This design comes from an exercise in tuning for small area and a short achievable clock period on the open sky130 flow, not from production work.
RTL that was checked went through simulation tests only; none was proved equivalent to the original.

==> inputs of run a <==
==> flow/design.v (excerpt) <==
module speedometer
(
	input clk,
	input rst,
	input speedInfrac,
	output [13:0] outSpeed,
	output [6:0] OL,
	output [3:0] DIG
);
export LEC_CHECK = 0
export ABC_AREA = 1
export CAP_MARGIN = 20
export CORE_MARGIN = 2
export CORE_UTILIZATION = 60
export CTS_BUF_LIST = sky130_fd_sc_hd__clkbuf_8
export SLEW_MARGIN = 50
create_clock -name core_clock -period 150.0 [get_ports {clk}]
standard.sh (not shown) runs the stock make flow with config.mk's settings and CLKGATE_MAP_FILE= SYNTH_SCRIPT=/design/flow/synth_recipe.tcl, a recipe that flattens the netlist after the stock synthesis.
==> flow/flow/run.sh <==
#!/bin/bash
set -euo pipefail
rm -rf scripts_area
cp -r "$FLOW_HOME/scripts" scripts_area
printf 'strash\ndc2\ndch\namap\n' > scripts_area/abc_area.script
bash standard.sh SCRIPTS_DIR="$PWD/scripts_area" \
  CTS_ARGS="-sink_clustering_enable -repair_clock_nets -buf_list sky130_fd_sc_hd__clkbuf_8 -sink_clustering_size 30 -sink_clustering_max_diameter 100 -dont_use_dummy_load" \
  BUFFER_PORTS_ARGS="-buffer_cell sky130_fd_sc_hd__buf_1" finish > standard_flow.log 2>&1
==> run b: changes against run a <==
==> flow/design.v (replaced) <==
module testSpeed
(
	input clk_50Mhz,
	input rst,
	input speedInfrac,
	output reg [13:0] outSpeed
);
reg [15:0] cnt;		 
reg [4:0] circleCnt;	 
reg last;
wire edge_ = speedInfrac & ~last;
wire meas = &circleCnt;
wire tmo = cnt[15] & cnt[14] & cnt[9] & cnt[8] & cnt[6] & cnt[4];
wire [15:0] ncnt = ~cnt;
wire [15:0] dv14;
genvar gv14;
generate for (gv14 = 0; gv14 < 16; gv14 = gv14 + 1) begin : dec14
	assign dv14[gv14] = cnt[3:0] == gv14;
end endgenerate
wire [3:0] tab14;
assign tab14[0] = dv14[2] | dv14[6] | dv14[8];
assign tab14[1] = dv14[3] | dv14[6] | dv14[7] | dv14[10] | dv14[11] | dv14[12] | dv14[13] | dv14[14] | dv14[15];
assign tab14[2] = dv14[5];
assign tab14[3] = dv14[10] | dv14[11] | dv14[12] | dv14[13] | dv14[14] | dv14[15];
wire big14 = |cnt[15:4];	 
wire [3:0] r14 = big14 ? 4'd10 : tab14[3:0];
wire [4:0] t13 = {r14, 1'b1};
wire [4:0] n13 = ncnt[4:0];
wire [5:0] c13;
wire [4:0] d13;
assign c13[0] = 1'b0;
genvar g13;
generate for (g13 = 0; g13 < 5; g13 = g13 + 1) begin : row13
	assign d13[g13] = t13[g13] ^ n13[g13] ^ c13[g13];
	assign c13[g13+1] = (t13[g13] & n13[g13]) | (t13[g13] & c13[g13]) | (n13[g13] & c13[g13]);
end endgenerate
wire q13 = ~|cnt[15:5] & c13[5];
wire [4:0] r13 = q13 ? d13[4:0] : t13[4:0];
wire [5:0] t12 = {r13, 1'b0};
wire [5:0] n12 = ncnt[5:0];
wire [6:0] c12;
wire [5:0] d12;
assign c12[0] = 1'b0;
genvar g12;
generate for (g12 = 0; g12 < 6; g12 = g12 + 1) begin : row12
	assign d12[g12] = t12[g12] ^ n12[g12] ^ c12[g12];
	assign c12[g12+1] = (t12[g12] & n12[g12]) | (t12[g12] & c12[g12]) | (n12[g12] & c12[g12]);
end endgenerate
wire q12 = ~|cnt[15:6] & c12[6];
wire [5:0] r12 = q12 ? d12[5:0] : t12[5:0];
wire [6:0] t11 = {r12, 1'b0};
wire [6:0] n11 = ncnt[6:0];
wire [7:0] c11;
wire [6:0] d11;
assign c11[0] = 1'b0;
genvar g11;
generate for (g11 = 0; g11 < 7; g11 = g11 + 1) begin : row11
	assign d11[g11] = t11[g11] ^ n11[g11] ^ c11[g11];
	assign c11[g11+1] = (t11[g11] & n11[g11]) | (t11[g11] & c11[g11]) | (n11[g11] & c11[g11]);
end endgenerate
wire q11 = ~|cnt[15:7] & c11[7];
wire [6:0] r11 = q11 ? d11[6:0] : t11[6:0];
wire [7:0] t10 = {r11, 1'b0};
wire [7:0] n10 = ncnt[7:0];
wire [8:0] c10;
wire [7:0] d10;
assign c10[0] = 1'b0;
genvar g10;
generate for (g10 = 0; g10 < 8; g10 = g10 + 1) begin : row10
	assign d10[g10] = t10[g10] ^ n10[g10] ^ c10[g10];
	assign c10[g10+1] = (t10[g10] & n10[g10]) | (t10[g10] & c10[g10]) | (n10[g10] & c10[g10]);
end endgenerate
wire q10 = ~|cnt[15:8] & c10[8];
wire [7:0] r10 = q10 ? d10[7:0] : t10[7:0];
wire [8:0] t9 = {r10, 1'b1};
wire [8:0] n9 = ncnt[8:0];
wire [9:0] c9;
wire [8:0] d9;
assign c9[0] = 1'b0;
genvar g9;
generate for (g9 = 0; g9 < 9; g9 = g9 + 1) begin : row9
	assign d9[g9] = t9[g9] ^ n9[g9] ^ c9[g9];
	assign c9[g9+1] = (t9[g9] & n9[g9]) | (t9[g9] & c9[g9]) | (n9[g9] & c9[g9]);
end endgenerate
wire q9 = ~|cnt[15:9] & c9[9];
wire [8:0] r9 = q9 ? d9[8:0] : t9[8:0];
reg [8:0] p9;
always @(posedge clk_50Mhz) p9 <= r9;
reg pq13_0;
always @(posedge clk_50Mhz) pq13_0 <= q13 | tmo;
reg pq12_0;
always @(posedge clk_50Mhz) pq12_0 <= q12 | tmo;
reg pq11_0;
always @(posedge clk_50Mhz) pq11_0 <= q11 | tmo;
reg pq10_0;
always @(posedge clk_50Mhz) pq10_0 <= q10 | tmo;
reg pq9_0;
always @(posedge clk_50Mhz) pq9_0 <= q9 | tmo;
wire [9:0] t8 = {p9, 1'b0};
wire [9:0] n8 = ncnt[9:0];
wire [10:0] c8;
wire [9:0] d8;
assign c8[0] = 1'b1;
genvar g8;
generate for (g8 = 0; g8 < 10; g8 = g8 + 1) begin : row8
	assign d8[g8] = t8[g8] ^ n8[g8] ^ c8[g8];
	assign c8[g8+1] = (t8[g8] & n8[g8]) | (t8[g8] & c8[g8]) | (n8[g8] & c8[g8]);
end endgenerate
wire q8 = ~|cnt[15:10] & c8[10];
wire [9:0] r8 = q8 ? d8[9:0] : t8[9:0];
wire [10:0] t7 = {r8, 1'b1};
wire [10:0] n7 = ncnt[10:0];
wire [11:0] c7;
wire [10:0] d7;
assign c7[0] = 1'b1;
genvar g7;
generate for (g7 = 0; g7 < 11; g7 = g7 + 1) begin : row7
	assign d7[g7] = t7[g7] ^ n7[g7] ^ c7[g7];
	assign c7[g7+1] = (t7[g7] & n7[g7]) | (t7[g7] & c7[g7]) | (n7[g7] & c7[g7]);
end endgenerate
wire q7 = ~|cnt[15:11] & c7[11];
wire [10:0] r7 = q7 ? d7[10:0] : t7[10:0];
wire [11:0] t6 = {r7, 1'b1};
wire [11:0] n6 = ncnt[11:0];
wire [12:0] c6;
wire [11:0] d6;
assign c6[0] = 1'b1;
genvar g6;
generate for (g6 = 0; g6 < 12; g6 = g6 + 1) begin : row6
	assign d6[g6] = t6[g6] ^ n6[g6] ^ c6[g6];
	assign c6[g6+1] = (t6[g6] & n6[g6]) | (t6[g6] & c6[g6]) | (n6[g6] & c6[g6]);
end endgenerate
wire q6 = ~|cnt[15:12] & c6[12];
wire [11:0] r6 = q6 ? d6[11:0] : t6[11:0];
wire [12:0] t5 = {r6, 1'b1};
wire [12:0] n5 = ncnt[12:0];
wire [13:0] c5;
wire [12:0] d5;
assign c5[0] = 1'b1;
genvar g5;
generate for (g5 = 0; g5 < 13; g5 = g5 + 1) begin : row5
	assign d5[g5] = t5[g5] ^ n5[g5] ^ c5[g5];
	assign c5[g5+1] = (t5[g5] & n5[g5]) | (t5[g5] & c5[g5]) | (n5[g5] & c5[g5]);
end endgenerate
wire q5 = ~|cnt[15:13] & c5[13];
wire [12:0] r5 = q5 ? d5[12:0] : t5[12:0];
reg [12:0] p5;
always @(posedge clk_50Mhz) p5 <= r5;
reg pq13_1;
always @(posedge clk_50Mhz) pq13_1 <= pq13_0;
reg pq12_1;
always @(posedge clk_50Mhz) pq12_1 <= pq12_0;
reg pq11_1;
always @(posedge clk_50Mhz) pq11_1 <= pq11_0;
reg pq10_1;
always @(posedge clk_50Mhz) pq10_1 <= pq10_0;
reg pq9_1;
always @(posedge clk_50Mhz) pq9_1 <= pq9_0;
reg pq8_1;
always @(posedge clk_50Mhz) pq8_1 <= q8;
reg pq7_1;
always @(posedge clk_50Mhz) pq7_1 <= q7;
reg pq6_1;
always @(posedge clk_50Mhz) pq6_1 <= q6;
reg pq5_1;
always @(posedge clk_50Mhz) pq5_1 <= q5;
wire [13:0] t4 = {p5, 1'b1};
wire [13:0] n4 = ncnt[13:0];
wire [14:0] c4;
wire [13:0] d4;
assign c4[0] = 1'b1;
genvar g4;
generate for (g4 = 0; g4 < 14; g4 = g4 + 1) begin : row4
	assign d4[g4] = t4[g4] ^ n4[g4] ^ c4[g4];
	assign c4[g4+1] = (t4[g4] & n4[g4]) | (t4[g4] & c4[g4]) | (n4[g4] & c4[g4]);
end endgenerate
wire q4 = ~|cnt[15:14] & c4[14];
wire [13:0] r4 = q4 ? d4[13:0] : t4[13:0];
wire [14:0] t3 = {r4, 1'b0};
wire [14:0] n3 = ncnt[14:0];
wire [15:0] c3;
wire [14:0] d3;
assign c3[0] = 1'b1;
genvar g3;
generate for (g3 = 0; g3 < 15; g3 = g3 + 1) begin : row3
	assign d3[g3] = t3[g3] ^ n3[g3] ^ c3[g3];
	assign c3[g3+1] = (t3[g3] & n3[g3]) | (t3[g3] & c3[g3]) | (n3[g3] & c3[g3]);
end endgenerate
wire q3 = ~|cnt[15:15] & c3[15];
wire [14:0] r3 = q3 ? d3[14:0] : t3[14:0];
wire [15:0] t2 = {r3, 1'b0};
wire [15:0] n2 = ncnt[15:0];
wire [16:0] c2;
wire [15:0] d2;
assign c2[0] = 1'b1;
genvar g2;
generate for (g2 = 0; g2 < 16; g2 = g2 + 1) begin : row2
	assign d2[g2] = t2[g2] ^ n2[g2] ^ c2[g2];
	assign c2[g2+1] = (t2[g2] & n2[g2]) | (t2[g2] & c2[g2]) | (n2[g2] & c2[g2]);
end endgenerate
wire q2 = 1'b1 & c2[16];
wire [15:0] r2 = q2 ? d2[15:0] : t2[15:0];
wire [16:0] t1 = {r2, 1'b1};
wire [16:0] n1 = {{1{1'b1}}, ncnt[15:0]};
wire [17:0] c1;
wire [16:0] d1;
assign c1[0] = 1'b1;
genvar g1;
generate for (g1 = 0; g1 < 17; g1 = g1 + 1) begin : row1
	assign d1[g1] = t1[g1] ^ n1[g1] ^ c1[g1];
	assign c1[g1+1] = (t1[g1] & n1[g1]) | (t1[g1] & c1[g1]) | (n1[g1] & c1[g1]);
end endgenerate
wire q1 = 1'b1 & c1[17];
wire [15:0] r1 = q1 ? d1[15:0] : t1[15:0];
wire [16:0] t0 = {r1, 1'b1};
wire [16:0] n0 = {{1{1'b1}}, ncnt[15:0]};
wire [17:0] c0;
wire [16:0] d0;
assign c0[0] = 1'b1;
genvar g0;
generate for (g0 = 0; g0 < 17; g0 = g0 + 1) begin : row0
	assign d0[g0] = t0[g0] ^ n0[g0] ^ c0[g0];
	assign c0[g0+1] = (t0[g0] & n0[g0]) | (t0[g0] & c0[g0]) | (n0[g0] & c0[g0]);
end endgenerate
wire q0 = 1'b1 & c0[17];
wire [13:0] quo = {pq13_1, pq12_1, pq11_1, pq10_1, pq9_1, pq8_1, pq7_1, pq6_1, pq5_1, q4, q3, q2, q1, q0};
always @(posedge clk_50Mhz) begin
	if (rst) begin
		last <= 1'b1;
		outSpeed <= 14'd9999;
		cnt <= 16'd0;
		circleCnt <= 5'd0;
	end
	else begin
		if (edge_)
			circleCnt <= circleCnt + 5'd1;
		else if (meas) begin
			circleCnt <= 5'd0;
			outSpeed <= quo;	 
			cnt <= 16'd0;
		end
		else if (!tmo)
			cnt <= cnt + 16'd1;
		else begin
			cnt <= 16'd0;
			outSpeed <= 14'd0;
		end
		last <= speedInfrac;
	end
end
endmodule
module Digital(clk_16k, rst, A, OL, DIG);
	input clk_16k;
	input rst;
	input [13:0] A;
	output reg [6:0] OL;
	output reg [3:0] DIG;
	reg [3:0] dig;
	function [3:0] add3;
		input [3:0] x;
		reg ge5;
		begin
			ge5 = x[3] | (x[2] & (x[1] | x[0]));
			add3[3] = ge5;
			add3[2] = (x[2] & ~x[1] & ~x[0]) | (x[3] & x[0]);
			add3[1] = (x[1] & (~x[2] | x[0])) | (x[3] & ~x[0]);
			add3[0] = x[0] ^ ge5;
		end
	endfunction
	reg [19:0] bcd;
	integer i;
	always @* begin
		bcd = 20'd0;
		for (i = 13; i >= 0; i = i - 1) begin
			bcd[3:0] = add3(bcd[3:0]);
			bcd[7:4] = add3(bcd[7:4]);
			bcd[11:8] = add3(bcd[11:8]);
			bcd[15:12] = add3(bcd[15:12]);
			bcd = {bcd[18:0], A[i]};
		end
	end
	wire [3:0] thou = bcd[15:12] + (bcd[16] ? 4'd10 : 4'd0);
	always @(posedge clk_16k) begin
		if (rst) begin
			dig <= 4'hf;
			DIG <= 4'b0000;
		end
		else begin
			DIG <= {DIG[0], DIG[3] | ~|DIG, DIG[2], DIG[1]};
			if (DIG[0]) dig <= thou;
			else if (DIG[1]) dig <= bcd[3:0];
			else if (DIG[2]) dig <= bcd[7:4];
			else dig <= bcd[11:8];
		end
	end
	wire [15:0] dd;
	genvar k;
	generate for (k = 0; k < 16; k = k + 1) begin : dec
		assign dd[k] = dig == k;
	end endgenerate
	always @* begin
		OL[6] = dd[0] | dd[2] | dd[3] | dd[5] | dd[6] | dd[7] | dd[8] | dd[9];
		OL[5] = dd[0] | dd[1] | dd[2] | dd[3] | dd[4] | dd[7] | dd[8] | dd[9];
		OL[4] = dd[0] | dd[1] | dd[3] | dd[4] | dd[5] | dd[6] | dd[7] | dd[8] | dd[9];
		OL[3] = dd[0] | dd[2] | dd[3] | dd[5] | dd[6] | dd[8] | dd[9];
		OL[2] = dd[0] | dd[2] | dd[6] | dd[8];
		OL[1] = dd[0] | dd[4] | dd[5] | dd[6] | dd[8] | dd[9];
		OL[0] = dd[2] | dd[3] | dd[4] | dd[5] | dd[6] | dd[8] | dd[9];
	end
endmodule
module speedometer
(
	input clk,
	input rst,
	input speedInfrac,
	output [13:0] outSpeed,
	output [6:0] OL,
	output [3:0] DIG
);
testSpeed u_speed
(
	.clk_50Mhz(clk),
	.rst(rst),
	.speedInfrac(speedInfrac),
	.outSpeed(outSpeed)
);
Digital u_disp
(
	.clk_16k(clk),
	.rst(rst),
	.A(outSpeed),
	.OL(OL),
	.DIG(DIG)
);
endmodule
==> flow/flow/run.sh (replaced) <==
#!/bin/bash
set -euo pipefail
rm -rf scripts_area
cp -r "$FLOW_HOME/scripts" scripts_area
printf 'strash\ndc2\ndch\namap\n' > scripts_area/abc_area.script
bash standard.sh SCRIPTS_DIR="$PWD/scripts_area" \
  BUFFER_PORTS_ARGS="-buffer_cell sky130_fd_sc_hd__buf_1" finish > standard_flow.log 2>&1
- SLEW_MARGIN: 50 -> 20
==> comparison table <==
quantity                                                                             run a                  run b
Final design instance area without fill                                           8380 µm²               8200 µm²
Aggregate routed wire length                                                      18700 µm               18400 µm
Total buffers and inverters traversed by the critical path                               2                      3
Routed length on met1                                                              8870 µm                7870 µm
GR Layer Usage met3                                                                  2.90%                  3.84%
Fraction of area in multi-input gates                                                69.8%                  68.3%
Synthesized-area fraction occupied by and/or/nand/nor cells                          11.7%                  12.0%
Horizontal extent of the die                                                        118 µm                 116 µm
Netlist Area Pre-Place                                                            7840 µm²               7570 µm²
Beginning of the worst hold path                                            u_speed.pq10_0         u_speed.pq12_0
Worst Setup Path Type                                              register to output port  input pin to register
Worst rel slew slack                                                                 54.0%                  35.6%
Non-CTS inverters                                                                      112                    100
Total vias in the final route                                                         6953                   6652
Run status                                                        timing/DRC/antenna clean  timing/DRC/antenna clean
Compound-gate portion of the synthesized area                                        29.0%                  27.6%
Top fanout value on the critical path                                                    4                     19
Utilization after layout                                                             66.2%                  65.8%
Count of buffers not belonging to the clock network in the layout                       37                     40
Only the layout flow was run in run a; the RTL was not checked for function there.

-- static timing again, ports no longer ideal --
How much do the figures lean on ideal ports? The routed layouts below were timed once more, with nothing changed but the port constraints. Step 1: set_driving_cell puts a clkbuf_16 on clk and a buf_2 on each other input, an assumption about the parent block. Step 2 moves the port delays by t, midway between the first and last clock arrival at a register: inputs arrive t later, outputs are due t later. That takes back most of the time a late clock gives input paths. a / b / c = ideal ports / drivers / drivers and shift; a / b = the first two.
run	t (ns)	setup WS [ns]	worst register clock-pin slew, ns
run a	0.384	118.431 / 118.397 / 118.370	0.09 / 0.09
run b	0.412	117.546 / 117.558 / 117.146	0.09 / 0.09
After both steps every run listed still meets setup and hold. For run b, which loses most, drivers alone change the setup slack by +0.012 ns; drivers and shift together by -0.400 ns.
